Context: an optimization exercise on an open-source flow, tuned for small area. The choices shown serve that exercise and are no tape-out recipe.
At most, simulation tests tie the RTL to the original design; equivalence was not proved.
Only the layout flow was run in runs 3 and 7; the RTL was not checked for function there.
No driver is modelled on the clock port, so clocking that relies on it looks cheaper here than on a real chip.
Power figures rest on the tool's default switching activity, not on a simulated workload.

===== flow/design.v =====
`timescale 1ns/1ns
module lock_by_sequence_detector_pro(clk, rst, BTN, code_8bit, digit_seg, digit_cath, R_N5_T5, G_R3_T6);
input clk;
input rst;
input BTN;
input [7:0] code_8bit;
output [7:0] digit_seg;
output [1:0] digit_cath;
output [1:0] R_N5_T5;
output [1:0] G_R3_T6;
reg b1, b2;
always @(posedge clk or posedge rst)
	if (rst) begin b1 <= 1'b0; b2 <= 1'b0; end
	else begin b1 <= BTN; b2 <= b1; end
wire key_edge = b1 & ~b2;
localparam [17:0] DP = 18'h2aaaa;
reg [17:0] d;
wire dclr = rst | key_edge;
wire dm = (d[16:0] == DP[16:0]);
wire dev = dm & ~d[17];
always @(posedge clk)
	if (dclr) d <= DP;
	else d <= {~d[16:0], ~(d[17] ^ d[10]) ^ dm};
reg ks, pls;
always @(posedge clk or posedge rst)
	if (rst) begin ks <= 1'b0; pls <= 1'b0; end
	else begin
		if (dev) ks <= BTN;
		pls <= dev & BTN & ~ks;
	end
reg [1:0] cnt;
wire cnt3 = cnt[1] & ~cnt[0];
always @(posedge clk or posedge rst)
	if (rst) cnt <= 2'b00;
	else if (cnt3 | pls) cnt <= {cnt[0], ~cnt[1]};
wire cnt0 = ~cnt[1] & ~cnt[0];
wire cnt1 = ~cnt[1] & cnt[0];
wire byte_ok = cnt1 ? (code_8bit == 8'h00) : (code_8bit == 8'hff);
reg ok;
always @(posedge clk)
	if (pls) ok <= (ok | cnt0) & byte_ok;
reg pend;
always @(posedge clk)
	pend <= cnt3;
wire correct = pend & ok;
wire wrong = pend & ~ok;
reg [1:0] choose;
reg self_lock;
always @(posedge clk or posedge rst)
	if (rst) begin choose <= 2'b00; self_lock <= 1'b0; end
	else begin
		if (pend) choose <= ok ? 2'b00 : {choose[0], ~choose[1]};
		if (choose[1] & ~choose[0]) self_lock <= 1'b1;
	end
localparam [24:0] TT = 25'h14fd512;
reg goff, roff;
reg [24:0] tg, tr;
wire g_end = (tg == TT);
wire r_end = (tr == TT);
always @(posedge clk or posedge rst)
	if (rst) begin goff <= 1'b1; roff <= 1'b1; end
	else begin
		goff <= goff ? ~correct : g_end;
		roff <= roff ? ~wrong : r_end;
	end
always @(posedge clk) begin
	tg <= goff ? 25'd0 : {~tg[23:0], ~(tg[24] ^ tg[21])};
	tr <= roff ? 25'd0 : {~tr[23:0], ~(tr[24] ^ tr[21])};
end
assign R_N5_T5 = {2{~(self_lock | ~roff)}};
assign G_R3_T6 = {2{self_lock | goff}};
localparam [10:0] QP = 11'h2aa;
localparam [10:0] QR = 11'h54a;
reg [10:0] q;
wire qm = (q[9:0] == QP[9:0]);
always @(posedge clk)
	if (rst) q <= QR;
	else q <= {~q[9:0], q[10] ^ q[8] ^ qm};
reg sel;
always @(posedge clk or posedge rst)
	if (rst) sel <= 1'b0;
	else if (q[10] & qm) sel <= ~sel;
assign digit_cath = {sel, ~sel};
wire [3:0] digit = sel ? code_8bit[7:4] : code_8bit[3:0];
wire [3:0] dn = ~digit;
wire [15:0] mt;
assign mt[0] = dn[3] & dn[2] & dn[1] & dn[0];
assign mt[1] = dn[3] & dn[2] & dn[1] & digit[0];
assign mt[2] = dn[3] & dn[2] & digit[1] & dn[0];
assign mt[3] = dn[3] & dn[2] & digit[1] & digit[0];
assign mt[4] = dn[3] & digit[2] & dn[1] & dn[0];
assign mt[5] = dn[3] & digit[2] & dn[1] & digit[0];
assign mt[6] = dn[3] & digit[2] & digit[1] & dn[0];
assign mt[7] = dn[3] & digit[2] & digit[1] & digit[0];
assign mt[8] = digit[3] & dn[2] & dn[1] & dn[0];
assign mt[9] = digit[3] & dn[2] & dn[1] & digit[0];
assign mt[10] = digit[3] & dn[2] & digit[1] & dn[0];
assign mt[11] = digit[3] & dn[2] & digit[1] & digit[0];
assign mt[12] = digit[3] & digit[2] & dn[1] & dn[0];
assign mt[13] = digit[3] & digit[2] & dn[1] & digit[0];
assign mt[14] = digit[3] & digit[2] & digit[1] & dn[0];
assign mt[15] = digit[3] & digit[2] & digit[1] & digit[0];
wire seg_a = mt[0] | mt[2] | mt[3] | mt[5] | mt[6] | mt[7] | mt[8] | mt[9] | mt[10] | mt[12] | mt[14] | mt[15];
wire seg_b = mt[0] | mt[1] | mt[2] | mt[3] | mt[4] | mt[7] | mt[8] | mt[9] | mt[10] | mt[13];
wire seg_c = mt[0] | mt[1] | mt[3] | mt[4] | mt[5] | mt[6] | mt[7] | mt[8] | mt[9] | mt[10] | mt[11] | mt[13];
wire seg_d = mt[0] | mt[2] | mt[3] | mt[5] | mt[6] | mt[8] | mt[9] | mt[11] | mt[12] | mt[13] | mt[14];
wire seg_e = mt[0] | mt[2] | mt[6] | mt[8] | mt[10] | mt[11] | mt[12] | mt[13] | mt[14] | mt[15];
wire seg_f = mt[0] | mt[4] | mt[5] | mt[6] | mt[8] | mt[9] | mt[10] | mt[11] | mt[12] | mt[14] | mt[15];
wire seg_g = mt[2] | mt[3] | mt[4] | mt[5] | mt[6] | mt[8] | mt[9] | mt[10] | mt[11] | mt[13] | mt[14] | mt[15];
assign digit_seg = {seg_a, seg_b, seg_c, seg_d, seg_e, seg_f, seg_g, 1'b0};
endmodule

===== flow/flow/run.sh =====
#!/bin/bash
# The standard ORFS layout (the standard.sh), changed in two places:
# the port buffers use the smallest buffer, and clock tree synthesis
# inserts no dummy loads and uses smaller sink clusters.
set -o pipefail
export BUFFER_PORTS_ARGS="-buffer_cell sky130_fd_sc_hd__buf_1"
export CTS_ARGS="-sink_clustering_enable -repair_clock_nets -buf_list {sky130_fd_sc_hd__clkbuf_4 sky130_fd_sc_hd__clkbuf_8} -sink_clustering_size 10 -dont_use_dummy_load"
bash standard.sh > standard.log 2>&1

===== flow/standard.sh =====
#!/bin/bash
# synth_recipe.tcl (not shown) runs the flow's synth.tcl, then flattens the netlist and writes it again
# the make line also repeats each setting of config.mk as NAME=value (left out here)
make -C /OpenROAD-flow-scripts/flow DESIGN_CONFIG=/design/flow/config.mk WORK_HOME=/design/flow/orfs CLKGATE_MAP_FILE= SYNTH_SCRIPT=/design/flow/synth_recipe.tcl "${@:-finish}"

===== flow/config.mk =====
export PLATFORM = sky130hd
export DESIGN_NAME = lock_by_sequence_detector_pro
export DESIGN_NICKNAME = lock_by_sequence_detector_pro
export VERILOG_FILES = /design/flow/design.v
export SDC_FILE = /design/flow/constraint.sdc
export NUM_CORES = 4
export LEC_CHECK = 0
export CAP_MARGIN = 20
export CORE_MARGIN = 2
export CORE_UTILIZATION = 70
export CTS_BUF_LIST = sky130_fd_sc_hd__clkbuf_4
export SLEW_MARGIN = 20

===== flow/constraint.sdc =====
create_clock -name core_clock -period 10.0 [get_ports {clk}]
set_input_delay 2.0000 -clock core_clock [delete_from_list [all_inputs] [get_ports {clk}]]
set_output_delay 2.0000 -clock core_clock [all_outputs]
set_load 0.01 [all_outputs]

==> results.yml, run 1 <==
route:
  drc_errors: 0
  postRouteAntennaNets: 0
  drtPass1Iterations: 4
  dr_total_vias: 1987
  wl_per_cell_um: 12.3
  vias_per_cell: 5.47
  wl_um: 4450
  drt_iter0_drc: 85
global_route:
  grt_pass1_vias: 1851
  antenna_found_initial: 0
  grt_max_degree: 28
  overflow: 0
  grt_usage_pct: 20.4
  grt_pass1_wl_um: 7840
worst_setup_path:
  r2r-end: "ks$_DFFE_PP0P_"
  path_buf_inv: 2
  reg2reg_from: "d[8]$_SDFF_PP0_"
  critical-path-slowest-cell: "mux2i_1"
  crit_chain: "buf_1 -> mux2i_1 -> nand2_1 -> xor2_1 -> a21oi_1 -> buf_1"
  cpPeakStageDelay_ns: 0.38
  crit_path_start_kind: "primary input"
  crit_arrival_ns: 3.17
  rr_worst_depth: 4
  crit_cells: 6
  critPathTopFamily: "multiplexers"
  critPathRequiredTime_ns: 8.00
  critPathMaxFanout: 6
  cpMostUsedCell: "buf_1"
  worstSetupPathType: "in2out"
  cp-end-kind: "output port"
  reg2reg_slack_ns: 8.25
placed_design:
  hpwl_um: 3160
  io_buffers: 23
  placed_area_um2: 3100
  globalplace.congestion: 0.809
  post-place-cells: 354
pwr:
  p_sw_share_pct: 20.0
  pwr-share-comb_pct: 3.6
  p_leak_uw: 0.00125
  p_sw_uw: 115
  power.internal_uw: 462
  clkPwrFrac_pct: 31.4
  p_per_area_nw_per_um2: 179
  ir_drop_v: 0.000147
  pwr-share-seq_pct: 65.0
clock_network:
  root_buffer: "clkbuf_8"
  cts_hold_buf: 0
  htree_levels: 3
  cts.sinks: 93
  cts_buffer_depth: 2
  cts_tree: "built"
  cts_buffers: 9
  cts-resized-gates: 0
  worst_skew_pair.late_latency_ns: 0.34
  clk_pin_slew_ns: 0.06
  postCtsSetupBuffers: 0
synthesis:
  synth_top_area_share_pct: 52.1
  synth_top_flop_cell: "dfxtp_1"
  ys_types: 44
  synth_seq_area_share_pct: 62.9
  synth_top_cells_by_area: "dfxtp_1 52%, nor2_1 8.7%, dfrtp_1 8.1%"
  async_reset_ff_share_pct: 12.9
  ys_seq_elements: 93
  synth_edf_count: 1
  yosys_warnings: 1
  post_synth.cell_area_avg_um2: 10.2
  syn_nets: 312
  synthesis.instances: 301
  synth_area_um2: 3070
  netlist.top_cell.by_area: "dfxtp_1"
layout:
  multi_input_area_um2: 991
  fin_cells: 363
  layout.area.seq_um2: 1930
  area_delta_synth_final_pct: 4.89
  n_antenna_cell: 0
  finalNetCount: 324
  fin_util_pct: 75.1
  fin_area_um2: 3220
  drive_gt1_share_pct: 6.11
  nFillCells: 322
timing:
  tns_ns: 0
  whs_ns: 0.370
  period_share_pct: 51.7
  rsz0062_at_grt: "no"
  final-hold-violation-count: 0
  post-route-min-period_ns: 5.17
  fmax_mhz: 193
  slew_viol_final: 0
  skew_ns: 0.0217
  worstMarginPinSlew_ns: 0.589
  slew_headroom_pct: 60.7
  setup-violations-final: 0
worst_hold_path:
  whs_path_depth: 0
  whs_endpoint: "b2$_DFF_PP0_"
  hold_start: "b1$_DFF_PP0_"
  hp-class: "reg2reg"
floorplan:
  dieArea_um2: 4940
  io_pins: 25
  fp.dieH_um: 70.3
  start_util_pct: 71.6
  die_width_um: 70.3
  rows: 24
  core-area_um2: 4290
flow_run:
  maxCapViolations: 0
outcome:
  outcome: "no timing/DRC/antenna violations"
==> layout by cell type (no fill, tap or decap), types with 3 or more instances in the layout <==
cell	count
clkbuf_8	9
dfrtp_1	10
a21oi_1	5
buf_1	23
nand3_1	3
mux2_2	4
nand4_1	6
nor4_1	5
nor4bb_1	3
o41ai_1	3
nor2b_1	4
nand4b_1	3
mux2i_1	4
dfxtp_1	80
o21ai_0	7
nor2_1	71
inv_1	6
nand2_1	25
xor2_1	4
==> cell families after synthesis <==
group / Yosys count / synth area share [%]
mux: 9 / 3.26
xor+xnor: 6 / 1.71
buf+inv: 28 / 4.80
simple gates: 140 / 22.3
other cells: 1 / 0.122
flops: 93 / 62.9
compound gates: 24 / 4.89
==> through the flow <==
step	setup WS [ns]	total power, µW
finish	4.83	578
global route	4.69	599
CTS	4.83	586
detailed placement	4.84	405
global placement	4.87	405
floorplan	5.09	402
==> cell type report <==
type | instances | share of cell area, %
inverters | 6 | 0.699
well taps | 52 | 2.02
repair buffers | 23 | 2.68
clock buffers | 9 | 3.84
multi-input cells | 180 | 30.7
flip-flops and latches | 93 | 60.0
==> worst max path at each step <==
stage / from / end / slack, ns
floorplan: code_8bit[6] / digit_seg[5] / 5.09
global placement: code_8bit[5] / digit_seg[6] / 4.87
detailed placement: code_8bit[5] / digit_seg[6] / 4.84
CTS: code_8bit[5] / digit_seg[6] / 4.83
global route: code_8bit[5] / digit_seg[4] / 4.69
finish: code_8bit[5] / digit_seg[6] / 4.83
==> routing by layer <==
layer / part of all wire (%) / GRT usage (%) / vias to the layer above
li1: - / - / 1018
met1: 48 / 26.3 / 931
met2: 47 / 31.9 / 32
met3: 3.7 / 5.19 / 6
met4: 1.3 / 10.3 / 0
met5: 0 / 0 / -
==> flip-flops by register name (all words and copies together) (netlist names), 2 cells and up <==
| register | flops |
|---|---|
| cnt | 2 |
| choose | 2 |
| q | 11 |
| tr | 25 |
| tg | 25 |
| d | 18 |
==> power groups by stage <==
stage | clock (µW) | combinational [µW] | sequential (µW)
after detailed placement | 0 | 20.8 | 384
after global placement | 0 | 20.6 | 384
after CTS | 189 | 20.9 | 376
after global routing | 199 | 23.8 | 376
after floorplan | 0 | 18.2 | 384
final | 181 | 20.8 | 376
==> Yosys cell counts (all sizes together) (3+ instances only) <==
cell type / instances
nor4: 5
xor2: 4
o41ai: 3
nand4: 6
mux2i: 4
clkbuf: 10
buf: 12
o21ai: 7
mux2: 5
nand3: 3
nor2: 71
a21oi: 5
dfrtp: 10
inv: 6
nor2b: 4
nor4bb: 3
nand2: 25
nand4b: 3
dfxtp: 80
==> run 2, diff against run 1 <==
==> flow/run.sh (new file) <==
#!/bin/bash
# synth_recipe.tcl (not shown) runs the flow's synth.tcl, then flattens the netlist and writes it again
# the make line also repeats each setting of config.mk as NAME=value (left out here)
make -C /OpenROAD-flow-scripts/flow DESIGN_CONFIG=/design/flow/config.mk WORK_HOME=/design/flow/orfs CLKGATE_MAP_FILE= SYNTH_SCRIPT=/design/flow/synth_recipe.tcl finish
--- a/flow/config.mk
+++ b/flow/config.mk
@@ -8,5 +8,5 @@
 export CAP_MARGIN = 20
 export CORE_MARGIN = 2
 export CORE_UTILIZATION = 70
-export CTS_BUF_LIST = sky130_fd_sc_hd__clkbuf_4
+export CTS_BUF_LIST = sky130_fd_sc_hd__clkbuf_8
 export SLEW_MARGIN = 20
removed: flow/flow/run.sh
removed: flow/standard.sh
==> run 2 against run 1 <==
Effect of this change: total power grew 13%; synthesized cell count unchanged; combinational power grew 27%; clock power rose by 38%; critical path depth unchanged; area after synthesis unchanged; hold slack better by 0.0014 ns; sequential power hardly changed.
==> results.yml, run 2 <==
outcome:
  outcome: "no timing/DRC/antenna violations"
clock_network:
  cts_buffers: 9
  cts-resized-gates: 0
  postCtsSetupBuffers: 0
  worst_skew_pair.late_latency_ns: 0.34
  cts_tree: "built"
  root_buffer: "clkbuf_8"
  cts_hold_buf: 0
  htree_levels: 3
  cts_buffer_depth: 2
  clk_pin_slew_ns: 0.08
  cts.sinks: 93
placed_design:
  globalplace.congestion: 0.756
  hpwl_um: 3230
  io_buffers: 23
timing:
  rsz0062_at_grt: "no"
  period_share_pct: 59.8
  worstMarginPinSlew_ns: 0.583
  final-hold-violation-count: 0
  slew_viol_final: 0
  whs_ns: 0.371
  tns_ns: 0
  setup-violations-final: 0
  slew_headroom_pct: 61.0
  skew_ns: 0.00803
  fmax_mhz: 167
  post-route-min-period_ns: 5.98
worst_setup_path:
  cpMostUsedCell: "clkdlybuf4s50_1"
  critical-path-slowest-cell: "clkdlybuf4s50_1"
  reg2reg_slack_ns: 8.27
  crit_arrival_ns: 3.98
  critPathMaxFanout: 6
  crit_path_start_kind: "primary input"
  crit_start: "code_8bit[5]"
  path_buf_inv: 2
  crit_chain: "clkdlybuf4s50_1 -> mux2i_1 -> nand2_1 -> xor2_1 -> a21oi_1 -> clkdlybuf4s50_1"
  reg2reg_from: "d[12]$_SDFF_PP0_"
  cp-end-kind: "output port"
  worstSetupPathType: "in2out"
  critPathRequiredTime_ns: 8.00
  critPathTopFamily: "buffers and inverters"
  cpPeakStageDelay_ns: 0.55
layout:
  mostFrequentLayoutCells: "80 x dfxtp_1, 71 x nor2_1, 25 x nand2_1"
  nFillCells: 273
  finalNetCount: 324
  reg.largest.list: "tg (25), tr (25), d (18)"
  n_antenna_cell: 0
  layout_commonest_cell: "dfxtp_1"
  area_delta_synth_final_pct: 12.4
  drive_gt1_share_pct: 7.86
  fin_util_pct: 80.4
synthesis:
  async_reset_ff_share_pct: 12.9
  yosys_warnings: 1
  netlist.top_cell.by_area: "dfxtp_1"
  synth_area_um2: 3070
  synth_common_cells: "80 x dfxtp_1, 71 x nor2_1, 25 x nand2_1"
  yosysMostFrequentCell: "dfxtp_1"
  syn_nets: 312
  ys_types: 44
  synth_edf_count: 1
  synth_top_flop_cell: "dfxtp_1"
  ys_seq_elements: 93
  synth_top_cells_by_area: "dfxtp_1 52%, nor2_1 8.7%, dfrtp_1 8.1%"
  synth_seq_area_share_pct: 62.9
  synth_top_area_share_pct: 52.1
  synthesis.instances: 301
  post_synth.cell_area_avg_um2: 10.2
route:
  wl_per_cell_um: 12.8
  postRouteAntennaNets: 0
  drc_errors: 0
  drtPass1Iterations: 4
  dr_total_vias: 2014
  drt_iter0_drc: 88
  vias_per_cell: 5.44
  wl_um: 4750
global_route:
  grt_pass1_wl_um: 8690
  overflow: 0
  antenna_found_initial: 0
  grt_pass1_vias: 2059
  grt_usage_pct: 22.3
  grt_max_degree: 28
floorplan:
  dieArea_um2: 4940
  fp.dieH_um: 70.3
  rows: 24
  core-area_um2: 4290
  die_width_um: 70.3
  start_util_pct: 71.6
  io_pins: 25
worst_hold_path:
  hold_start: "d[8]$_SDFF_PP0_"
  hp-class: "reg2reg"
pwr:
  p_per_area_nw_per_um2: 189
  ir_drop_v: 0.000151
  p_leak_uw: 0.00136
flow_run:
  maxCapViolations: 0
run 2: area by class of cell:
type	count	area (µm²)	share of cell area [%]
clock buffer	12	165	4.78
clock inverter	4	45.0	1.30
inverter	6	22.5	0.652
multi-input combinational	180	991	28.7
sequential	93	1930	56.0
tap	52	65.1	1.88
timing repair buffer	23	230	6.67
run 2: layer usage:
layer / share of wire [%] / wire length [µm] / track usage [%] / up-vias
met5: 0 / 0 / 0 / -
met4: 2.2 / 103 / 10.5 / 0
met3: 2.9 / 136 / 6.78 / 11
met2: 47 / 2240 / 35.7 / 25
met1: 48 / 2270 / 27.6 / 958
li1: - / - / - / 1020
run 2: kinds of logic after synthesis:
logic type | after synthesis | share of synthesized area (%)
and+or+nand+nor | 140 | 22.3
buffers and inverters | 28 | 4.80
DFF | 93 | 62.9
other | 1 | 0.122
xor gates and xnor gates | 6 | 1.71
muxes | 9 | 3.26
AOI/OAI and AO/OA | 24 | 4.89
run 2: per-stage QoR:
step	std cells	area (µm²)	total power (µW)	worst slack [ns]
2_1_floorplan	301	3070	402	5.09
3_3_place_gp	354	3240	410	4.12
3_5_place_dp	354	3240	411	4.05
4_1_cts	370	3450	660	4.04
5_1_grt	370	3450	677	3.86
6_report	370	3450	653	4.02
run 2: final timing paths:
check                                   endpoint  cells after the start
max in group asynchronous     cnt[0]$_DFFE_PP0P_                      2
min reg2reg                      d[9]$_SDFF_PP1_                      1
min in group asynchronous  choose[1]$_DFFE_PP0P_                      2
min                              d[9]$_SDFF_PP1_                      1
max reg2reg                       ks$_DFFE_PP0P_                      4
max                                 digit_seg[6]                      6
run 2: report_power, final:
| part | switching [µW] | internal, µW |
|---|---|---|
| Sequential | 1.54 | 374 |
| Combinational | 13.5 | 13.1 |
| Clock | 116 | 135 |
==> run 3, diff against run 2 <==
--- a/flow/design.v
+++ b/flow/design.v
@@ -52,7 +52,10 @@
 		if (pend) choose <= ok ? 2'b00 : {choose[0], ~choose[1]};
 		if (choose[1] & ~choose[0]) self_lock <= 1'b1;
 	end
-localparam [24:0] TT = 25'h14fd512;
+localparam [24:0] TGATE = 25'h0242205;
+localparam [24:0] TOFF  = 25'h0202205;
+localparam [24:0] TINV  = TGATE & ~25'd1;
+localparam [24:0] TT    = 25'h06ae67d;
 reg goff, roff;
 reg [24:0] tg, tr;
 wire g_end = (tg == TT);
@@ -63,9 +66,11 @@
 		goff <= goff ? ~correct : g_end;
 		roff <= roff ? ~wrong : r_end;
 	end
+wire [24:0] tg_on = {tg[23:0], tg[24] ^ tg[21]} ^ TINV;
+wire [24:0] tr_on = {tr[23:0], tr[24] ^ tr[21]} ^ TINV;
 always @(posedge clk) begin
-	tg <= goff ? 25'd0 : {~tg[23:0], ~(tg[24] ^ tg[21])};
-	tr <= roff ? 25'd0 : {~tr[23:0], ~(tr[24] ^ tr[21])};
+	tg <= goff ? ((tg_on & ~TGATE) | TOFF) : tg_on;
+	tr <= roff ? ((tr_on & ~TGATE) | TOFF) : tr_on;
 end
 assign R_N5_T5 = {2{~(self_lock | ~roff)}};
 assign G_R3_T6 = {2{self_lock | goff}};
==> flow/flow/run.sh (new file) <==
#!/bin/bash
# The standard ORFS layout (the standard.sh), changed in two places:
# the port buffers use the smallest buffer, and clock tree synthesis
# inserts no dummy loads and uses smaller sink clusters.
set -o pipefail
export BUFFER_PORTS_ARGS="-buffer_cell sky130_fd_sc_hd__buf_1"
export CTS_ARGS="-sink_clustering_enable -repair_clock_nets -root_buf sky130_fd_sc_hd__clkbuf_8 -buf_list sky130_fd_sc_hd__clkbuf_4 -sink_clustering_size 8 -dont_use_dummy_load"
bash standard.sh > standard.log 2>&1
==> flow/standard.sh (new file) <==
#!/bin/bash
# synth_recipe.tcl (not shown) runs the flow's synth.tcl, then flattens the netlist and writes it again
# the make line also repeats each setting of config.mk as NAME=value (left out here)
make -C /OpenROAD-flow-scripts/flow DESIGN_CONFIG=/design/flow/config.mk WORK_HOME=/design/flow/orfs CLKGATE_MAP_FILE= SYNTH_SCRIPT=/design/flow/synth_recipe.tcl "${@:-finish}"
--- a/flow/config.mk
+++ b/flow/config.mk
@@ -8,5 +8,5 @@
 export CAP_MARGIN = 20
 export CORE_MARGIN = 2
 export CORE_UTILIZATION = 70
-export CTS_BUF_LIST = sky130_fd_sc_hd__clkbuf_8
+export CTS_BUF_LIST = sky130_fd_sc_hd__clkbuf_4
 export SLEW_MARGIN = 20
removed: flow/run.sh
==> run 3 against run 2 <==
Effect of this change: sequential power is essentially flat; first-iteration DRC count shrank 41%; design area shrank 9.8%; sequential share of layout area grew 6.1 points; critical path type unchanged; clock power shrank 26%.
==> results.yml, run 3 <==
outcome:
  outcome: "no timing/DRC/antenna violations"
worst_setup_path:
  critPathMaxFanout: 13
  crit_arrival_ns: 3.49
  crit_chain: "buf_1 -> mux2i_1 -> nor4_1 -> a311oi_1 -> buf_1"
  crit_path_start_kind: "primary input"
  worstSetupPathType: "in2out"
  critical-path-slowest-cell: "mux2i_1"
  cpPeakStageDelay_ns: 0.73
  critPathRequiredTime_ns: 8.00
  cp-end-kind: "output port"
  cpMostUsedCell: "buf_1"
  path_buf_inv: 2
  crit_cells: 5
  critPathTopFamily: "multiplexers"
  rr_worst_depth: 4
clock_network:
  cts_buffer_depth: 2
  postCtsSetupBuffers: 0
  cts_buffers: 9
  cts_tree: "built"
  htree_levels: 3
  cts-resized-gates: 0
  cts_hold_buf: 0
  root_buffer: "clkbuf_8"
  clk_pin_slew_ns: 0.08
  cts.sinks: 93
  worst_skew_pair.late_latency_ns: 0.34
route:
  postRouteAntennaNets: 0
  drc_errors: 0
  wl_per_cell_um: 13.2
  wl_um: 4330
  dr_total_vias: 1770
  drtPass1Iterations: 5
  vias_per_cell: 5.41
  drt_iter0_drc: 52
layout:
  n_antenna_cell: 0
  drive_gt1_share_pct: 7.94
  reg.largest.list: "tg (25), tr (25), d (18)"
  area_delta_synth_final_pct: 5.74
  fin_util_pct: 77.3
  finalNetCount: 290
  layout_commonest_cell: "dfxtp_1"
  mostFrequentLayoutCells: "80 x dfxtp_1, 24 x nor2_1, 23 x nand2_1, 23 x buf_1, 11 x nand2b_1"
synthesis:
  synth_edf_count: 1
  syn_nets: 272
  ys_seq_elements: 93
  synth_top_flop_cell: "dfxtp_1"
  netlist.top_cell.by_area: "dfxtp_1"
  synth_top_cells_by_area: "dfxtp_1 54%, dfrtp_1 8.5%, nor2_1 3.1%"
  synth_top_area_share_pct: 54.4
  ys_types: 46
  yosys_warnings: 1
  post_synth.cell_area_avg_um2: 11.3
  synth_area_um2: 2950
  synthesis.instances: 261
  async_reset_ff_share_pct: 12.9
  synth_common_cells: "80 x dfxtp_1, 24 x nor2_1, 23 x nand2_1"
  yosysMostFrequentCell: "dfxtp_1"
  synth_seq_area_share_pct: 65.7
worst_hold_path:
  whs_path_depth: 0
  hp-class: "reg2reg"
placed_design:
  io_buffers: 23
  globalplace.congestion: 0.758
  hpwl_um: 2900
timing:
  skew_ns: 0.0155
  period_share_pct: 54.9
  final-hold-violation-count: 0
  fmax_mhz: 182
  setup-violations-final: 0
  whs_ns: 0.341
  rsz0062_at_grt: "no"
  slew_viol_final: 0
  post-route-min-period_ns: 5.49
  tns_ns: 0
  worstMarginPinSlew_ns: 0.918
  slew_headroom_pct: 37.0
floorplan:
  core-area_um2: 4030
  io_pins: 25
  dieArea_um2: 4740
  start_util_pct: 73.1
  rows: 23
  fp.dieH_um: 68.9
  die_width_um: 68.9
global_route:
  grt_pass1_vias: 1649
  grt_pass1_wl_um: 7000
  overflow: 0
  grt_usage_pct: 20.9
  grt_max_degree: 18
  antenna_found_initial: 0
pwr:
  p_per_area_nw_per_um2: 187
  ir_drop_v: 0.000140
  p_leak_uw: 0.00122
flow_run:
  maxCapViolations: 0
==> run 3: layout make-up <==
cell class | count | area [µm²]
Multi-Input combinational cell | 142 | 870
Inverter | 10 | 37.5
Timing Repair Buffer | 23 | 86.3
Fill cell | 268 | 915
Tap cell | 50 | 62.6
Sequential cell | 93 | 1930
Clock buffer | 9 | 124
==> run 3: logic make-up after synthesis <==
group	share of synthesized area, %
buf+inv	4.80
xor+xnor	1.78
other cells	0.127
compound gates	5.52
flops	65.7
simple gates	19.1
mux	2.97
==> run 3: power breakdown <==
part / switching [µW] / internal, µW
clock: 104 / 80.6
sequential: 1.71 / 374
combinational: 13.6 / 7.53
==> run 3: metrics by stage <==
step	area [µm²]	instances	total power, µW	setup slack (ns)
after floorplan	2950	261	402	5.02
after global placement	2990	318	405	4.60
after detailed placement	2990	318	405	4.53
after CTS	3110	327	588	4.54
after global routing	3110	327	602	4.34
final	3110	327	581	4.51
==> run 3: final timing paths <==
path                                   from        endpoint  slack, ns
setup reg to reg           d[10]$_SDFF_PP0_  ks$_DFFE_PP0P_       8.23
min in group asynchronous               rst    b1$_DFF_PP0_       1.86
max in group asynchronous               rst  ks$_DFFE_PP0P_       7.74
setup / recovery               code_8bit[7]    digit_seg[7]       4.51
hold / removal               tr[23]$_DFF_P_  tr[24]$_DFF_P_       0.34
hold reg to reg              tr[23]$_DFF_P_  tr[24]$_DFF_P_       0.34
==> run 3: layer usage <==
metal / track usage (%) / vias up / part of all wire [%]
met2: 30.6 / 23 / 46
met3: 9.25 / 6 / 4.1
li1: - / 916 / -
met4: 8.33 / 0 / 1.4
met5: 0 / - / 0
met1: 27.1 / 825 / 49
==> run 4, diff against run 3 <==
--- a/flow/design.v
+++ b/flow/design.v
@@ -56,10 +56,11 @@
 localparam [24:0] TOFF  = 25'h0202205;
 localparam [24:0] TINV  = TGATE & ~25'd1;
 localparam [24:0] TT    = 25'h06ae67d;
+localparam [24:0] TB    = 25'h1ffffd7;
 reg goff, roff;
 reg [24:0] tg, tr;
-wire g_end = (tg == TT);
-wire r_end = (tr == TT);
+wire g_end = ((tg & TB) == (TT & TB));
+wire r_end = ((tr & TB) == (TT & TB));
 always @(posedge clk or posedge rst)
 	if (rst) begin goff <= 1'b1; roff <= 1'b1; end
 	else begin
==> flow/flow/run.sh (replaced) <==
#!/bin/bash
# The standard ORFS layout (the standard.sh), changed in three places:
# the port buffers use the smallest buffer, clock tree synthesis uses
# clkbuf_4 and inserts no dummy loads, and after it the clock buffers with
# a large fanout are upsized (flow/post_cts.tcl).
set -o pipefail
export BUFFER_PORTS_ARGS="-buffer_cell sky130_fd_sc_hd__buf_1"
export CTS_ARGS="-sink_clustering_enable -repair_clock_nets -buf_list sky130_fd_sc_hd__clkbuf_4 -dont_use_dummy_load"
export POST_CTS_TCL="$PWD/flow/post_cts.tcl"
bash standard.sh > standard.log 2>&1
==> flow/flow/post_cts.tcl (new file) <==
# After clock tree synthesis: a clkbuf_4 that drives many flip-flops gives
# them a slow clock edge, so each clock buffer driving 12 or more pins is
# upsized to clkbuf_8, and the placement is legalised again.
set upsized 0
foreach inst [get_cells *] {
  if { [get_property $inst ref_name] ne "sky130_fd_sc_hd__clkbuf_4" } { continue }
  set name [get_full_name $inst]
  set net [get_nets -of_objects [get_pins $name/X]]
  set fanout [llength [get_pins -of_objects $net -filter "direction==input"]]
  if { $fanout >= 12 } {
    replace_cell $name sky130_fd_sc_hd__clkbuf_8
    incr upsized
    puts "post_cts: upsized $name (fanout $fanout)"
  }
}
puts "post_cts: upsized $upsized clock buffers"
if { $upsized > 0 } {
  detailed_placement
  check_placement -verbose
}
--- a/flow/config.mk
+++ b/flow/config.mk
@@ -7,6 +7,7 @@
 export LEC_CHECK = 0
 export CAP_MARGIN = 20
 export CORE_MARGIN = 2
-export CORE_UTILIZATION = 70
+export CORE_UTILIZATION = 85
 export CTS_BUF_LIST = sky130_fd_sc_hd__clkbuf_4
+export PLACE_DENSITY = 0.9
 export SLEW_MARGIN = 20
==> run 4 against run 3 <==
Effect of this change: hold slack worse by 0.0051 ns; highest routed layer unchanged; clock skew up 0.0065 ns; via count up 10%; total power down 3.0%; critical path depth unchanged; routed wire length up 33%; sequential cell count unchanged; area after synthesis down 0.55%; synthesized cell count down 0.38%; clock-buffer cell count unchanged; largest cell class unchanged; fmax down 0.65%; sequential power about the same; critical endpoint is now digit_seg[3].
==> results.yml, run 4 <==
outcome:
  outcome: "no timing/DRC/antenna violations"
layout:
  n_antenna_cell: 0
  drive_gt1_share_pct: 7.25
  area_delta_synth_final_pct: 4.74
  mostFrequentLayoutCells: "80 x dfxtp_1, 25 x nand2_1, 24 x nor2_1"
  finalNetCount: 289
  layout_commonest_cell: "dfxtp_1"
  reg.largest.list: "tg (25), tr (25), d (18)"
  nFillCells: 107
synthesis:
  synth_top_cells_by_area: "dfxtp_1 55%, dfrtp_1 8.5%, nand2_1 3.2%"
  synth_common_cells: "80 x dfxtp_1, 25 x nand2_1, 24 x nor2_1"
  ys_seq_elements: 93
  yosysMostFrequentCell: "dfxtp_1"
  async_reset_ff_share_pct: 12.9
  synth_edf_count: 1
  yosys_warnings: 1
  syn_nets: 271
  post_synth.cell_area_avg_um2: 11.3
  synthesis.instances: 260
  synth_top_area_share_pct: 54.7
  synth_top_flop_cell: "dfxtp_1"
  synth_area_um2: 2930
  ys_types: 44
  synth_seq_area_share_pct: 66.0
  netlist.top_cell.by_area: "dfxtp_1"
route:
  vias_per_cell: 6.06
  drt_iter0_drc: 150
  drc_errors: 0
  postRouteAntennaNets: 0
  dr_total_vias: 1952
  drtPass1Iterations: 4
  wl_per_cell_um: 17.9
  wl_um: 5760
clock_network:
  cts_tree: "built"
  worst_skew_pair.late_latency_ns: 0.41
  cts.sinks: 93
  clk_pin_slew_ns: 0.10
floorplan:
  fp.dieH_um: 62.7
  start_util_pct: 88.5
  rows: 21
  io_pins: 25
  core-area_um2: 3310
  dieArea_um2: 3930
  die_width_um: 62.7
worst_setup_path:
  worstSetupPathType: "in2out"
  critPathMaxFanout: 14
  critPathRequiredTime_ns: 8.00
  reg2reg_slack_ns: 8.24
  crit_path_start_kind: "primary input"
  crit_arrival_ns: 3.52
  cp-end-kind: "output port"
flow_run:
  maxCapViolations: 0
timing:
  rsz0062_at_grt: "no"
  skew_ns: 0.0220
  period_share_pct: 55.2
  slew_viol_final: 0
  tns_ns: 0
  final-hold-violation-count: 0
  setup-violations-final: 0
  whs_ns: 0.336
  fmax_mhz: 181
  slew_headroom_pct: 34.3
  worstMarginPinSlew_ns: 0.958
  post-route-min-period_ns: 5.52
global_route:
  grt_pass1_wl_um: 9730
  antenna_found_initial: 0
  grt_usage_pct: 33.4
  grt_pass1_vias: 2010
  overflow: 0
  grt_max_degree: 18
placed_design:
  hpwl_um: 3600
  io_buffers: 23
  globalplace.congestion: 0.797
pwr:
  p_per_area_nw_per_um2: 184
  finalPower_uw: 564
  ir_drop_v: 0.000151
  p_leak_uw: 0.00120
worst_hold_path:
  hp-class: "reg2reg"
[run 4: cell types whose count changed in the layout (fill, tap and decap cells not counted), sizes merged, moves of 2 or more]
cell	previous run	this run
nand4b	4	0
o21ai	6	8
or4	3	1
nor4b	3	5
nor4bb	1	3
nor3b	3	1
o41ai	3	1
inv	10	8
nor2b	2	4
nand2	23	25
[run 4: power breakdown]
group          internal, µW  switching [µW]  leakage [µW]
Combinational          7.41            14.4      0.000320
Sequential              374            1.96      0.000827
Clock                  63.1             103     0.0000544
Total                   445             119       0.00120
[run 4: path summary, 6_finish.rpt]
path | start | endpoint | cells past startpoint
max in group asynchronous | rst | cnt[1]$_DFFE_PP0P_ | 2
worst max register to register | d[14]$_SDFF_PP0_ | ks$_DFFE_PP0P_ | 4
worst max-delay path | code_8bit[6] | digit_seg[3] | 5
worst min-delay path | tr[7]$_DFF_P_ | tr[8]$_DFF_P_ | 0
min in group asynchronous | rst | choose[1]$_DFFE_PP0P_ | 2
worst min register to register | tr[7]$_DFF_P_ | tr[8]$_DFF_P_ | 0
[run 4: metal layers]
metal | part of all wire [%] | vias up | track usage (%)
met5 | 0 | - | 0
met4 | 3.0 | 0 | 13.1
met3 | 5.5 | 21 | 11.4
met2 | 52 | 76 | 57.3
met1 | 40 | 951 | 38.7
li1 | - | 904 | -
[run 4: logic make-up (layout without fill, tap and decap cells)]
group / count (synthesis) / count (layout) / share of synthesized area, %
and+or+nand+nor: 102 / 102 / 19.2
DFF: 93 / 93 / 66.0
AOI/OAI and AO/OA: 26 / 26 / 5.25
buffers and inverters: 24 / 40 / 4.57
muxes: 8 / 8 / 2.99
xor gates and xnor gates: 6 / 6 / 1.79
other: 1 / 1 / 0.128
[run 4: final cells by class]
cell class	instances	area [µm²]	share of cell area, %
clock buffers	9	98.8	3.22
repair buffers	23	86.3	2.81
well taps	46	57.6	1.88
multi-input cells	143	861	28.1
flip-flops and latches	93	1930	63.1
inverters	8	30.0	0.979
[run 4: worst max-delay path: stages]
cell,delay [ns]
buf_1,0.11
mux2i_1,0.74
o21ai_0,0.24
a22oi_1,0.24
buf_1,0.19
[run 4: per-stage QoR]
| step | std cells | setup slack (ns) | utilization (%) | area [µm²] |
|---|---|---|---|---|
| 6_report | 322 | 4.48 | 92.7 | 3070 |
| 5_1_grt | 322 | 4.28 | 92.7 | 3070 |
| 3_5_place_dp | 313 | 4.52 | 89.7 | 2970 |
| 3_3_place_gp | 313 | 4.62 | 89.7 | 2970 |
| 2_1_floorplan | 260 | 5.02 | - | 2930 |
==> run 5, diff against run 4 <==
--- a/flow/config.mk
+++ b/flow/config.mk
@@ -7,7 +7,6 @@
 export LEC_CHECK = 0
 export CAP_MARGIN = 20
 export CORE_MARGIN = 2
-export CORE_UTILIZATION = 85
+export CORE_UTILIZATION = 70
 export CTS_BUF_LIST = sky130_fd_sc_hd__clkbuf_4
-export PLACE_DENSITY = 0.9
 export SLEW_MARGIN = 20
==> run 5 against run 4 <==
Effect of this change: still clean on timing, DRC and antenna; clock power is 8% lower; final cell count increased by 1.2%; non-clock buffer count unchanged; sequential share of layout area increased by 0.15 points; global-route usage decreased by 13 points; design area down 0.24%; clock-buffer cell count stayed put; routed wire length fell by 24%; hold slack got worse by 0.0043 ns; sequential cell count stayed put; critical path depth increased by 1; die area rose by 20%; critical endpoint is now digit_seg[1]; largest cell class unchanged.
==> results.yml, run 5 <==
worst_setup_path:
  crit_arrival_ns: 3.49
  cpMostUsedCell: "buf_1"
  worstSetupPathType: "in2out"
  cpPeakStageDelay_ns: 0.73
  critPathRequiredTime_ns: 8.00
  crit_path_start_kind: "primary input"
  critPathTopFamily: "multiplexers"
  cp-end-kind: "output port"
  path_buf_inv: 2
  reg2reg_slack_ns: 8.28
  crit_chain: "buf_1 -> mux2i_1 -> or3_1 -> a21oi_1 -> a31oi_1 -> buf_1"
  critical-path-slowest-cell: "mux2i_1"
  reg2reg_from: "d[13]$_SDFF_PP1_"
  rr_worst_depth: 4
  critPathMaxFanout: 13
  r2r-end: "ks$_DFFE_PP0P_"
pwr:
  p_leak_uw: 0.00120
  p_sw_share_pct: 20.5
  p_sw_uw: 112
  pwr-share-comb_pct: 3.9
  power.internal_uw: 436
  p_per_area_nw_per_um2: 179
  clkPwrFrac_pct: 27.6
  pwr-share-seq_pct: 68.5
  ir_drop_v: 0.000121
synthesis:
  synth_top_family_by_area: "simple AND/OR/NAND/NOR gates"
  netlist.top_cell.by_area: "dfxtp_1"
  synth_common_cells: "80 x dfxtp_1, 25 x nand2_1, 24 x nor2_1"
  post_synth.cell_area_avg_um2: 11.3
  synth_top_area_share_pct: 54.7
  yosys_warnings: 1
  syn_nets: 271
  ys_seq_elements: 93
  synthXorXnorAreaFrac_pct: 1.79
  synthAdderAreaFrac_pct: 0
  synthesis.instances: 260
  synth_seq_area_share_pct: 66.0
  async_reset_ff_share_pct: 12.9
  muxShareOfSynthArea_pct: 2.99
  synth_top_cells_by_area: "dfxtp_1 55%, dfrtp_1 8.5%, nand2_1 3.2%"
  ys_types: 44
  synth_compound_area_share_pct: 5.25
  synth_area_um2: 2930
  yosysMostFrequentCell: "dfxtp_1"
  synthSimpleGateAreaFrac_pct: 19.2
  synth_edf_count: 1
  synth_top_flop_cell: "dfxtp_1"
floorplan:
  dieArea_um2: 4720
  core-area_um2: 4000
  io_pins: 25
  fp.dieH_um: 68.7
  start_util_pct: 73.2
  die_width_um: 68.7
  rows: 23
layout:
  fin_util_pct: 76.5
  reg.largest.list: "tg (25), tr (25), d (18)"
  layout_commonest_cell: "dfxtp_1"
  nFillCells: 283
  area_delta_synth_final_pct: 4.49
  n_antenna_cell: 0
  finalNetCount: 289
  mostFrequentLayoutCells: "80 x dfxtp_1, 25 x nand2_1, 24 x nor2_1"
  drive_gt1_share_pct: 7.25
timing:
  fmax_mhz: 182
  tns_ns: 0
  slew_headroom_pct: 36.8
  skew_ns: 0.0272
  period_share_pct: 54.9
  setup-violations-final: 0
  post-route-min-period_ns: 5.49
  final-hold-violation-count: 0
  rsz0062_at_grt: "no"
  finalWorstSetupSlack_ns: 4.51
  slew_viol_final: 0
  worstMarginPinSlew_ns: 0.922
route:
  drc_errors: 0
  wl_um: 4390
  wl_per_cell_um: 13.5
  drt_iter0_drc: 65
  postRouteAntennaNets: 0
  drtPass1Iterations: 5
  vias_per_cell: 5.54
  dr_total_vias: 1805
global_route:
  grt_pass1_wl_um: 7080
  grt_pass1_vias: 1686
  antenna_found_initial: 0
  overflow: 0
  grt_max_degree: 18
  grt_usage_pct: 20.8
placed_design:
  globalplace.congestion: 0.779
  io_buffers: 23
  hpwl_um: 3080
  place_ws_ns: 4.52
worst_hold_path:
  whs_endpoint: "tr[6]$_DFF_P_"
  hold_start: "tr[5]$_DFF_P_"
  hp-class: "reg2reg"
  whs_path_depth: 0
clock_network:
  cts_tree: "built"
  cts.sinks: 93
  worst_skew_pair.late_latency_ns: 0.41
  clk_pin_slew_ns: 0.08
flow_run:
  maxCapViolations: 0
outcome:
  outcome: "no timing/DRC/antenna violations"
run 5: cell count changes in the layout (fill, tap and decap cells not counted):
cell      previous run  this run
clkbuf_4             4         6
clkbuf_8             5         3
run 5: worst max-delay path by stage:
stage / end / cells after the start / from / slack [ns]
finish: digit_seg[1] / 6 / code_8bit[7] / 4.51
global route: digit_seg[7] / 5 / code_8bit[7] / 4.36
global placement: digit_seg[1] / 6 / code_8bit[7] / 4.59
detailed placement: digit_seg[7] / 5 / code_8bit[7] / 4.52
floorplan: digit_seg[1] / 5 / code_8bit[4] / 5.02
run 5: cell type report:
type	count	area, µm²	share of cell area (%)
repair buffers	23	86.3	2.82
flip-flops and latches	93	1930	63.2
multi-input cells	143	861	28.1
inverters	8	30.0	0.981
clock buffers	9	86.3	2.82
well taps	50	62.6	2.04
run 5: metrics by stage:
| step | total power [µW] | instance area, µm² | instances | hold WS (ns) |
|---|---|---|---|---|
| floorplan | 402 | 2930 | 260 | 0.310 |
| global route | 570 | 3060 | 326 | 0.336 |
| global placement | 405 | 2970 | 317 | 0.312 |
| detailed placement | 406 | 2970 | 317 | 0.316 |
| finish | 549 | 3060 | 326 | 0.332 |
run 5: cells by family after synthesis:
kind of cell           count (synthesis)
multiplexers                           8
flip-flops                            93
other                                  1
XOR/XNOR                               6
AND/OR/NAND/NOR                      102
AO/OA/AOI/OAI                         26
buffers and inverters                 24
run 5: worst register-to-register path: stages (launching register included):
cell      delay (ns)
dfxtp_1         0.33
nor4bb_1        0.27
nand4_1         0.17
or4_4           0.52
mux2_4          0.31
run 5: power groups by stage:
stage	sequential [µW]	combinational, µW	clock [µW]
after floorplan	384	18.2	0
after global placement	384	20.7	0
after global routing	376	24.2	169
after detailed placement	384	21.2	0
final	376	21.3	152
run 5: routing by layer:
layer / up-vias / GRT usage, % / part of all wire, %
met2: 30 / 33.9 / 50
met1: 866 / 24.9 / 45
li1: 903 / - / -
met5: - / 0 / 0
met3: 6 / 5.84 / 3.4
met4: 0 / 11.3 / 1.3
==> run 6, diff against run 5 <==
==> flow/flow/post_cts.tcl (replaced) <==
# After clock tree synthesis:
# 1. Logic cells that synthesis upsized for speed are set back to their
#    smallest drive strength (the design has several ns of slack); then
#    repair_design fixes any slew or capacitance limit this breaks.
# 2. A clkbuf_4 that drives many flip-flops gives them a slow clock edge, so
#    each clock buffer driving 12 or more pins is upsized to clkbuf_8.
# The placement is legalised again afterwards.
set db [ord::get_db]
set block [ord::get_db_block]
set downsized 0
foreach inst [$block getInsts] {
  set master [$inst getMaster]
  set mname [$master getName]
  if { [$master getType] ne "CORE" } { continue }
  if { ![regexp {^(sky130_fd_sc_hd__[a-z0-9]+)_([0-9]+)$} $mname -> base size] } { continue }
  if { [string match "*__df*" $base] || [string match "*__sdf*" $base] || [string match "*__edf*" $base] } { continue }
  if { [string match "*clkbuf*" $base] || [string match "*tap*" $base] || [string match "*conb*" $base] } { continue }
  set best ""
  set best_area [expr {[$master getWidth] * [$master getHeight]}]
  foreach s {0 1 2} {
    if { $s >= $size } { break }
    set cand [$db findMaster "${base}_$s"]
    if { $cand eq "NULL" || $cand eq "" } { continue }
    set a [expr {[$cand getWidth] * [$cand getHeight]}]
    if { $a < $best_area } { set best $cand; set best_area $a }
  }
  if { $best ne "" } {
    puts "post_cts: [$inst getName] $mname -> [$best getName]"
    $inst swapMaster $best
    incr downsized
  }
}
puts "post_cts: downsized $downsized logic cells"

set upsized 0
foreach inst [get_cells *] {
  if { [get_property $inst ref_name] ne "sky130_fd_sc_hd__clkbuf_4" } { continue }
  set name [get_full_name $inst]
  set net [get_nets -of_objects [get_pins $name/X]]
  set fanout [llength [get_pins -of_objects $net -filter "direction==input"]]
  if { $fanout >= 12 } {
    replace_cell $name sky130_fd_sc_hd__clkbuf_8
    incr upsized
    puts "post_cts: upsized $name (fanout $fanout)"
  }
}
puts "post_cts: upsized $upsized clock buffers"
estimate_parasitics -placement
repair_design -cap_margin 20 -slew_margin 20
detailed_placement
check_placement -verbose
==> run 6 against run 5 <==
Effect of this change: combinational power decreased by 2%; clock-buffer cell count unchanged; synthesized cell count unchanged; via count decreased by 0.39%; die area unchanged; clock skew about the same; hold slack about the same; largest cell class unchanged; still clean on timing, DRC and antenna; clock power about the same.
==> results.yml, run 6 <==
pwr:
  p_sw_share_pct: 20.5
  power.internal_uw: 436
  pwr-share-seq_pct: 68.5
  pwr-share-comb_pct: 3.8
  p_sw_uw: 112
  ir_drop_v: 0.000122
  clkPwrFrac_pct: 27.7
  finalPower_uw: 548
  p_per_area_nw_per_um2: 180
  p_leak_uw: 0.00119
timing:
  finalWorstSetupSlack_ns: 4.51
  slew_headroom_pct: 36.9
  slew_viol_final: 0
  final-hold-violation-count: 0
  post-route-min-period_ns: 5.49
  whs_ns: 0.332
  skew_ns: 0.0269
  tns_ns: 0
  setup-violations-final: 0
  worstMarginPinSlew_ns: 0.920
  rsz0062_at_grt: "no"
  period_share_pct: 54.9
  fmax_mhz: 182
synthesis:
  yosysMostFrequentCell: "dfxtp_1"
  synth_top_area_share_pct: 54.7
  synth_top_flop_cell: "dfxtp_1"
  ys_seq_elements: 93
  syn_nets: 271
  synth_edf_count: 1
  yosys_warnings: 1
  synth_area_um2: 2930
  ys_types: 44
  synth_seq_area_share_pct: 66.0
  post_synth.cell_area_avg_um2: 11.3
  synthesis.instances: 260
  synth_common_cells: "80 x dfxtp_1, 25 x nand2_1, 24 x nor2_1"
  netlist.top_cell.by_area: "dfxtp_1"
  synth_top_cells_by_area: "dfxtp_1 55%, dfrtp_1 8.5%, nand2_1 3.2%"
  async_reset_ff_share_pct: 12.9
worst_setup_path:
  crit_path_start_kind: "primary input"
  critPathMaxFanout: 13
  worstSetupPathType: "in2out"
  crit_arrival_ns: 3.49
  cp-end-kind: "output port"
  critPathRequiredTime_ns: 8.00
global_route:
  overflow: 0
  grt_max_degree: 18
  grt_pass1_vias: 1691
  grt_usage_pct: 20.9
  antenna_found_initial: 0
  grt_pass1_wl_um: 7100
floorplan:
  fp.dieH_um: 68.7
  die_width_um: 68.7
  io_pins: 25
  start_util_pct: 73.2
  core-area_um2: 4000
  rows: 23
  dieArea_um2: 4720
clock_network:
  cts_tree: "built"
  cts.sinks: 93
  worst_skew_pair.late_latency_ns: 0.40
  clk_pin_slew_ns: 0.08
route:
  dr_total_vias: 1798
  wl_um: 4400
  drt_iter0_drc: 64
  wl_per_cell_um: 13.5
  drtPass1Iterations: 4
  vias_per_cell: 5.52
  postRouteAntennaNets: 0
  drc_errors: 0
layout:
  n_antenna_cell: 0
  fin_cells: 326
  drive_gt1_share_pct: 5.80
  area_delta_synth_final_pct: 3.97
  layout_commonest_cell: "dfxtp_1"
  reg.largest.list: "tg (25), tr (25), d (18)"
  finalNetCount: 289
  mostFrequentLayoutCells: "80 x dfxtp_1, 25 x nand2_1, 24 x nor2_1"
placed_design:
  io_buffers: 23
  globalplace.congestion: 0.779
  post-place-cells: 317
  hpwl_um: 3080
  place_ws_ns: 4.52
outcome:
  outcome: "no timing/DRC/antenna violations"
flow_run:
  maxCapViolations: 0
worst_hold_path:
  hp-class: "reg2reg"
[run 6: cell counts after synthesis]
Identical to the previous run, type by type.
[run 6: routing by layer]
metal | GRT usage (%) | share of wire [%] | vias to the layer above
li1 | - | - | 902
met1 | 25.1 | 45 | 867
met2 | 33.9 | 50 | 23
met3 | 5.84 | 2.8 | 6
met4 | 11.3 | 1.4 | 0
met5 | 0 | 0 | -
[run 6: cells by family after synthesis]
logic type      share of synthesized area (%)
other cells                             0.128
mux                                      2.99
compound gates                           5.25
xor+xnor                                 1.79
flops                                    66.0
buf+inv                                  4.57
simple gates                             19.2
[run 6: path summary, 6_finish.rpt]
kind                                        from  slack (ns)  depth (start not counted)                     to
worst max-delay path                code_8bit[7]        4.51                          6           digit_seg[1]
max in group asynchronous                    rst        7.79                          2         ks$_DFFE_PP0P_
min in group asynchronous                    rst        1.80                          2  choose[0]$_DFFE_PP0P_
worst min-delay path               tr[5]$_DFF_P_        0.33                          0          tr[6]$_DFF_P_
worst min register to register     tr[5]$_DFF_P_        0.33                          0          tr[6]$_DFF_P_
worst max register to register  d[10]$_SDFF_PP0_        8.21                          4         ks$_DFFE_PP0P_
[run 6: layout make-up]
| class | instances | area [µm²] |
|---|---|---|
| clock buffers | 9 | 86.3 |
| fillers | 287 | 955 |
| inverters | 8 | 30.0 |
| multi-input cells | 143 | 846 |
| flip-flops and latches | 93 | 1930 |
| well taps | 50 | 62.6 |
| repair buffers | 23 | 86.3 |
[run 6: through the flow]
stage                     instance area, µm²  utilization [%]
after global routing                    3050             76.1
final                                   3050             76.1
after global placement                  2970             74.4
after detailed placement                2970             74.4
after floorplan                         2930                -
[run 6: power by group through the flow]
stage | clock (µW) | combinational, µW | sequential, µW
after floorplan | 0 | 18.2 | 384
after global placement | 0 | 20.7 | 384
after detailed placement | 0 | 21.2 | 384
after global routing | 169 | 23.7 | 376
final | 152 | 20.9 | 376
[run 6: critical path, stage by stage]
cell and delay, ns:
buf_1 0.10, mux2i_1 0.73, or3_1 0.23, a21oi_1 0.07, a31oi_1 0.19, buf_1 0.17
==> run 7, diff against run 6 <==
--- a/flow/design.v
+++ b/flow/design.v
@@ -57,24 +57,24 @@
 localparam [24:0] TINV  = TGATE & ~25'd1;
 localparam [24:0] TT    = 25'h06ae67d;
 localparam [24:0] TB    = 25'h1ffffd7;
-reg goff, roff;
+reg gon, ron;
 reg [24:0] tg, tr;
 wire g_end = ((tg & TB) == (TT & TB));
 wire r_end = ((tr & TB) == (TT & TB));
 always @(posedge clk or posedge rst)
-	if (rst) begin goff <= 1'b1; roff <= 1'b1; end
+	if (rst) begin gon <= 1'b0; ron <= 1'b0; end
 	else begin
-		goff <= goff ? ~correct : g_end;
-		roff <= roff ? ~wrong : r_end;
+		gon <= gon ? ~g_end : correct;
+		ron <= ron ? ~r_end : wrong;
 	end
 wire [24:0] tg_on = {tg[23:0], tg[24] ^ tg[21]} ^ TINV;
 wire [24:0] tr_on = {tr[23:0], tr[24] ^ tr[21]} ^ TINV;
 always @(posedge clk) begin
-	tg <= goff ? ((tg_on & ~TGATE) | TOFF) : tg_on;
-	tr <= roff ? ((tr_on & ~TGATE) | TOFF) : tr_on;
+	tg <= gon ? tg_on : ((tg_on & ~TGATE) | TOFF);
+	tr <= ron ? tr_on : ((tr_on & ~TGATE) | TOFF);
 end
-assign R_N5_T5 = {2{~(self_lock | ~roff)}};
-assign G_R3_T6 = {2{self_lock | goff}};
+assign R_N5_T5 = {2{ron & ~self_lock}};
+assign G_R3_T6 = {2{self_lock | ~gon}};
 localparam [10:0] QP = 11'h2aa;
 localparam [10:0] QR = 11'h54a;
 reg [10:0] q;
==> run 7 against run 6 <==
Effect of this change: first-iteration DRC count is 9.4% lower; critical path type unchanged; final cell count fell by 1.5%; global-route usage shrank 0.76 points; non-clock buffer count stayed put; fmax rose by 5.1%.
==> results.yml, run 7 <==
outcome:
  outcome: "no timing/DRC/antenna violations"
global_route:
  antenna_found_initial: 0
  grt_usage_pct: 20.1
  overflow: 0
  grt_max_degree: 18
  grt_pass1_wl_um: 6870
  grt_pass1_vias: 1609
synthesis:
  async_reset_ff_share_pct: 12.9
  synth_area_um2: 2910
  synth_common_cells: "80 x dfxtp_1, 34 x nand2_1, 23 x nor2_1"
  ys_types: 44
  syn_nets: 268
  synth_seq_area_share_pct: 66.4
  post_synth.cell_area_avg_um2: 11.3
  ys_seq_elements: 93
  synth_edf_count: 1
  synth_top_flop_cell: "dfxtp_1"
  synthesis.instances: 257
  synth_top_area_share_pct: 55.1
  netlist.top_cell.by_area: "dfxtp_1"
  synth_top_cells_by_area: "dfxtp_1 55%, dfrtp_1 10%, nand2_1 4.4%"
  yosys_warnings: 1
  yosysMostFrequentCell: "dfxtp_1"
floorplan:
  core-area_um2: 4000
  rows: 23
  fp.dieH_um: 68.5
  start_util_pct: 72.7
  die_width_um: 68.5
  dieArea_um2: 4690
  io_pins: 25
timing:
  worstMarginPinSlew_ns: 0.586
  whs_ns: 0.327
  setup-violations-final: 0
  period_share_pct: 52.2
  rsz0062_at_grt: "no"
  post-route-min-period_ns: 5.22
  slew_headroom_pct: 60.8
  final-hold-violation-count: 0
  fmax_mhz: 192
  skew_ns: 0.0289
  tns_ns: 0
  slew_viol_final: 0
worst_hold_path:
  hp-class: "reg2reg"
  whs_path_depth: 0
  whs_endpoint: "tg[4]$_DFF_P_"
  hold_start: "tg[3]$_DFF_P_"
worst_setup_path:
  crit_path_start_kind: "primary input"
  rr_worst_depth: 4
  reg2reg_from: "d[12]$_SDFF_PP0_"
  cp-end-kind: "output port"
  reg2reg_slack_ns: 8.16
  critPathMaxFanout: 6
  critPathRequiredTime_ns: 8.00
  crit_arrival_ns: 3.22
  r2r-end: "ks$_DFFE_PP0P_"
  worstSetupPathType: "in2out"
layout:
  area_delta_synth_final_pct: 4.34
  drive_gt1_share_pct: 5.17
  n_antenna_cell: 0
  reg.largest.list: "tg (25), tr (25), d (18)"
  mostFrequentLayoutCells: "80 x dfxtp_1, 34 x nand2_1, 23 x nor2_1, 23 x buf_1, 12 x dfrtp_1"
  layout_commonest_cell: "dfxtp_1"
  nFillCells: 274
  finalNetCount: 284
route:
  dr_total_vias: 1773
  drc_errors: 0
  wl_per_cell_um: 13.2
  drt_iter0_drc: 58
  drtPass1Iterations: 4
  postRouteAntennaNets: 0
  vias_per_cell: 5.52
  wl_um: 4250
pwr:
  pwr-share-seq_pct: 67.4
  clkPwrFrac_pct: 28.8
  p_per_area_nw_per_um2: 184
  p_sw_uw: 114
  p_leak_uw: 0.00116
  p_sw_share_pct: 20.4
  power.internal_uw: 445
  pwr-share-comb_pct: 3.8
  finalPower_uw: 559
  ir_drop_v: 0.000141
clock_network:
  cts_tree: "built"
  clk_pin_slew_ns: 0.08
  cts.sinks: 93
  worst_skew_pair.late_latency_ns: 0.42
placed_design:
  io_buffers: 23
  globalplace.congestion: 0.758
  hpwl_um: 3060
flow_run:
  maxCapViolations: 0
-- run 7: stage by stage --
| step | instances | setup slack [ns] | utilization, % | cell area [µm²] |
|---|---|---|---|---|
| after detailed placement | 312 | 4.80 | 73.7 | 2950 |
| after floorplan | 257 | 5.09 | - | 2910 |
| after global routing | 321 | 4.58 | 75.9 | 3040 |
| final | 321 | 4.78 | 75.9 | 3040 |
| after global placement | 312 | 4.85 | 73.7 | 2950 |
-- run 7: worst max-delay path, stage by stage --
cell	delay, ns
buf_1	0.11
mux2i_1	0.40
nand2_1	0.21
xor2_1	0.18
a21oi_1	0.15
buf_1	0.16
-- run 7: power groups by stage --
stage	registers (µW)	logic (µW)	clock network, µW
floorplan	385	18.8	0
global placement	385	21.2	0
detailed placement	385	21.7	0
global route	377	24.4	179
finish	377	21.2	161
-- run 7: how the worst max path moves through the flow --
stage                 startpoint      endpoint  cells past startpoint
floorplan           code_8bit[6]  digit_seg[5]                      5
global placement    code_8bit[5]  digit_seg[6]                      6
detailed placement  code_8bit[5]  digit_seg[6]                      6
global route        code_8bit[5]  digit_seg[6]                      6
finish              code_8bit[5]  digit_seg[6]                      6
-- run 7: area by class of cell --
type | count | area (µm²) | area share (%)
inverter | 6 | 22.5 | 0.742
clock buffer | 9 | 98.8 | 3.26
sequential | 93 | 1930 | 63.6
timing repair buffer | 23 | 86.3 | 2.84
multi-input combinational | 140 | 833 | 27.5
tap | 50 | 62.6 | 2.06
-- run 7: layer usage --
metal  GRT usage (%)  share of wire [%]
met4            5.25                1.2
met1            26.5                 48
met2            31.0                 46
met3            7.89                4.1
met5               0                  0
-- run 7: logic make-up after synthesis --
group / share of synthesized area, %
buffers and inverters: 4.56
multiplexers: 3.44
AO/OA/AOI/OAI: 5.46
flip-flops: 66.4
AND/OR/NAND/NOR: 18.2
XOR/XNOR: 1.81
other: 0.129
==> run 8, diff against run 7 <==
--- a/flow/design.v
+++ b/flow/design.v
@@ -73,7 +73,7 @@
 	tg <= gon ? tg_on : ((tg_on & ~TGATE) | TOFF);
 	tr <= ron ? tr_on : ((tr_on & ~TGATE) | TOFF);
 end
-assign R_N5_T5 = {2{ron & ~self_lock}};
+assign R_N5_T5 = {2{~(ron | self_lock)}};
 assign G_R3_T6 = {2{self_lock | ~gon}};
 localparam [10:0] QP = 11'h2aa;
 localparam [10:0] QR = 11'h54a;
==> run 8 against run 7 <==
Effect of this change: critical path depth unchanged; clock power down 3%; routed wire length is 2.4% lower; sequential share of layout area grew 0.11 points; largest cell class unchanged; design area decreased by 0.16%; total power decreased by 0.93%; final cell count is 0.31% higher; hold slack better by 0.0081 ns.
==> results.yml, run 8 <==
outcome:
  outcome: "no timing/DRC/antenna violations"
route:
  dr_total_vias: 1756
  vias_per_cell: 5.45
  wl_per_cell_um: 12.9
  wl_um: 4140
  drc_errors: 0
  postRouteAntennaNets: 0
  drtPass1Iterations: 4
  drt_iter0_drc: 53
worst_setup_path:
  crit_path_start_kind: "primary input"
  critPathMaxFanout: 6
  cpPeakStageDelay_ns: 0.44
  path_buf_inv: 2
  crit_cells: 6
  cp-end-kind: "output port"
  worstSetupPathType: "in2out"
  critPathTopFamily: "multiplexers"
  crit_arrival_ns: 3.27
  critical-path-slowest-cell: "mux2i_1"
  rr_worst_depth: 4
  cpMostUsedCell: "buf_1"
  critPathRequiredTime_ns: 8.00
  crit_chain: "buf_1 -> mux2i_1 -> nand2_1 -> and3_1 -> o22ai_1 -> buf_1"
layout:
  nFillCells: 280
  mostFrequentLayoutCells: "80 x dfxtp_1, 35 x nand2_1, 25 x nor2_1"
  n_antenna_cell: 0
  area_delta_synth_final_pct: 4.26
  reg.largest.list: "tg (25), tr (25), d (18)"
  drive_gt1_share_pct: 4.78
  finalNetCount: 285
  layout_commonest_cell: "dfxtp_1"
synthesis:
  synth_top_area_share_pct: 55.1
  ys_types: 45
  synth_top_flop_cell: "dfxtp_1"
  ys_seq_elements: 93
  yosys_warnings: 1
  netlist.top_cell.by_area: "dfxtp_1"
  synth_edf_count: 1
  yosysMostFrequentCell: "dfxtp_1"
  synth_area_um2: 2910
  async_reset_ff_share_pct: 12.9
  synthesis.instances: 258
  synth_seq_area_share_pct: 66.5
  post_synth.cell_area_avg_um2: 11.3
  synth_common_cells: "80 x dfxtp_1, 35 x nand2_1, 25 x nor2_1"
  syn_nets: 269
  synth_top_cells_by_area: "dfxtp_1 55%, dfrtp_1 10%, nand2_1 4.5%"
placed_design:
  hpwl_um: 2880
  io_buffers: 23
  place_ws_ns: 4.77
  globalplace.congestion: 0.791
global_route:
  grt_pass1_vias: 1536
  grt_max_degree: 18
  antenna_found_initial: 0
  grt_pass1_wl_um: 6590
  overflow: 0
  grt_usage_pct: 19.6
floorplan:
  start_util_pct: 72.7
  fp.dieH_um: 68.4
  rows: 23
  dieArea_um2: 4680
  core-area_um2: 4000
  die_width_um: 68.4
  io_pins: 25
timing:
  post-route-min-period_ns: 5.27
  tns_ns: 0
  period_share_pct: 52.7
  finalWorstSetupSlack_ns: 4.73
  whs_ns: 0.335
  setup-violations-final: 0
  fmax_mhz: 190
  rsz0062_at_grt: "no"
  slew_headroom_pct: 59.8
  final-hold-violation-count: 0
  worstMarginPinSlew_ns: 0.602
  skew_ns: 0.0279
  slew_viol_final: 0
clock_network:
  clk_pin_slew_ns: 0.09
  cts_tree: "built"
  worst_skew_pair.late_latency_ns: 0.41
  cts.sinks: 93
pwr:
  ir_drop_v: 0.000128
  p_per_area_nw_per_um2: 183
  p_leak_uw: 0.00117
worst_hold_path:
  whs_path_depth: 0
  hp-class: "reg2reg"
flow_run:
  maxCapViolations: 0
run 8: worst paths after layout:
path | start | endpoint | slack [ns]
max | code_8bit[5] | digit_seg[7] | 4.73
max reg2reg | d[10]$_SDFF_PP0_ | ks$_DFFE_PP0P_ | 8.26
min in group asynchronous | rst | b2$_DFF_PP0_ | 1.80
max in group asynchronous | rst | choose[0]$_DFFE_PP0P_ | 7.79
min reg2reg | tg[18]$_SDFF_PN0_ | tg[19]$_DFF_P_ | 0.33
min | tg[18]$_SDFF_PN0_ | tg[19]$_DFF_P_ | 0.33
run 8: layout make-up:
| cell class | instances | area [µm²] | area share [%] |
|---|---|---|---|
| clock buffers | 9 | 92.6 | 3.06 |
| inverters | 6 | 22.5 | 0.743 |
| multi-input cells | 141 | 835 | 27.5 |
| well taps | 50 | 62.6 | 2.06 |
| flip-flops and latches | 93 | 1930 | 63.7 |
| repair buffers | 23 | 86.3 | 2.85 |
run 8: cell families after synthesis:
family / share of synthesized area (%)
flip-flops: 66.5
buffers and inverters: 4.56
multiplexers: 3.44
AND/OR/NAND/NOR: 18.2
AO/OA/AOI/OAI: 5.38
other: 0.129
XOR/XNOR: 1.81
run 8: power breakdown:
part,internal [µW],leakage [µW],switching [µW],total [µW]
registers,375,0.000818,1.84,377
clock network,58.9,0.0000518,97.2,156
logic,7.45,0.000300,13.6,21.1
run 8: per-stage QoR:
step	utilization (%)	cell area, µm²	power (µW)	std cells
final	75.8	3030	554	322
after detailed placement	73.6	2950	407	313
after global routing	75.8	3030	576	322
after global placement	73.6	2950	406	313
after floorplan	-	2910	403	258
run 8: routing by layer:
layer  part of all wire (%)  routed length [µm]  track usage (%)
met1                     48                2000             25.2
met2                     47                1950             29.0
met3                    3.0                 126             7.89
met4                    1.6                  68             9.00
met5                      0                   0                0

[separate check: timing with driven ports]
No port has a modelled driver above. Below, the same layouts with a new extraction and two added sets of constraints.
Step 1, drivers: a clkbuf_16 drives clk and a buf_2 each remaining input, both assumed.
Step 2 adds t to the input delays and takes it off the output delays; t is the mean of the earliest and latest rising clock arrival at the registers after step 1. Input paths then give back, and output paths get back, about the clock's delay inside the block.
Slacks: ideal ports / drivers / drivers and shift; pairs: ideal ports / drivers.
run | t (ns) | slack for setup (ns) | worst setup path after step 2 | latest minus earliest clock arrival (ns) | worst slew at a driven data input, ns
run 1 | 0.359 | 4.829 / 4.810 / 4.810 | input to output | 0.022 / 0.022 | 0.03
run 2 | 0.364 | 4.021 / 3.996 / 3.996 | input to output | 0.009 / 0.009 | 0.04
run 3 | 0.369 | 4.512 / 4.483 / 4.483 | input to output | 0.022 / 0.022 | 0.04
run 4 | 0.429 | 4.476 / 4.444 / 4.444 | input to output | 0.023 / 0.022 | 0.05
run 5 | 0.423 | 4.512 / 4.492 / 4.492 | input to output | 0.027 / 0.027 | 0.03
run 6 | 0.417 | 4.515 / 4.495 / 4.495 | input to output | 0.027 / 0.027 | 0.03
run 7 | 0.428 | 4.779 / 4.757 / 4.757 | input to output | 0.030 / 0.030 | 0.04
run 8 | 0.421 | 4.734 / 4.711 / 4.711 | input to output | 0.028 / 0.028 | 0.03
After both steps every run listed still meets setup and hold. The setup slack of run 4, which loses most, moves by -0.032 ns with the drivers and by -0.032 ns with both steps.
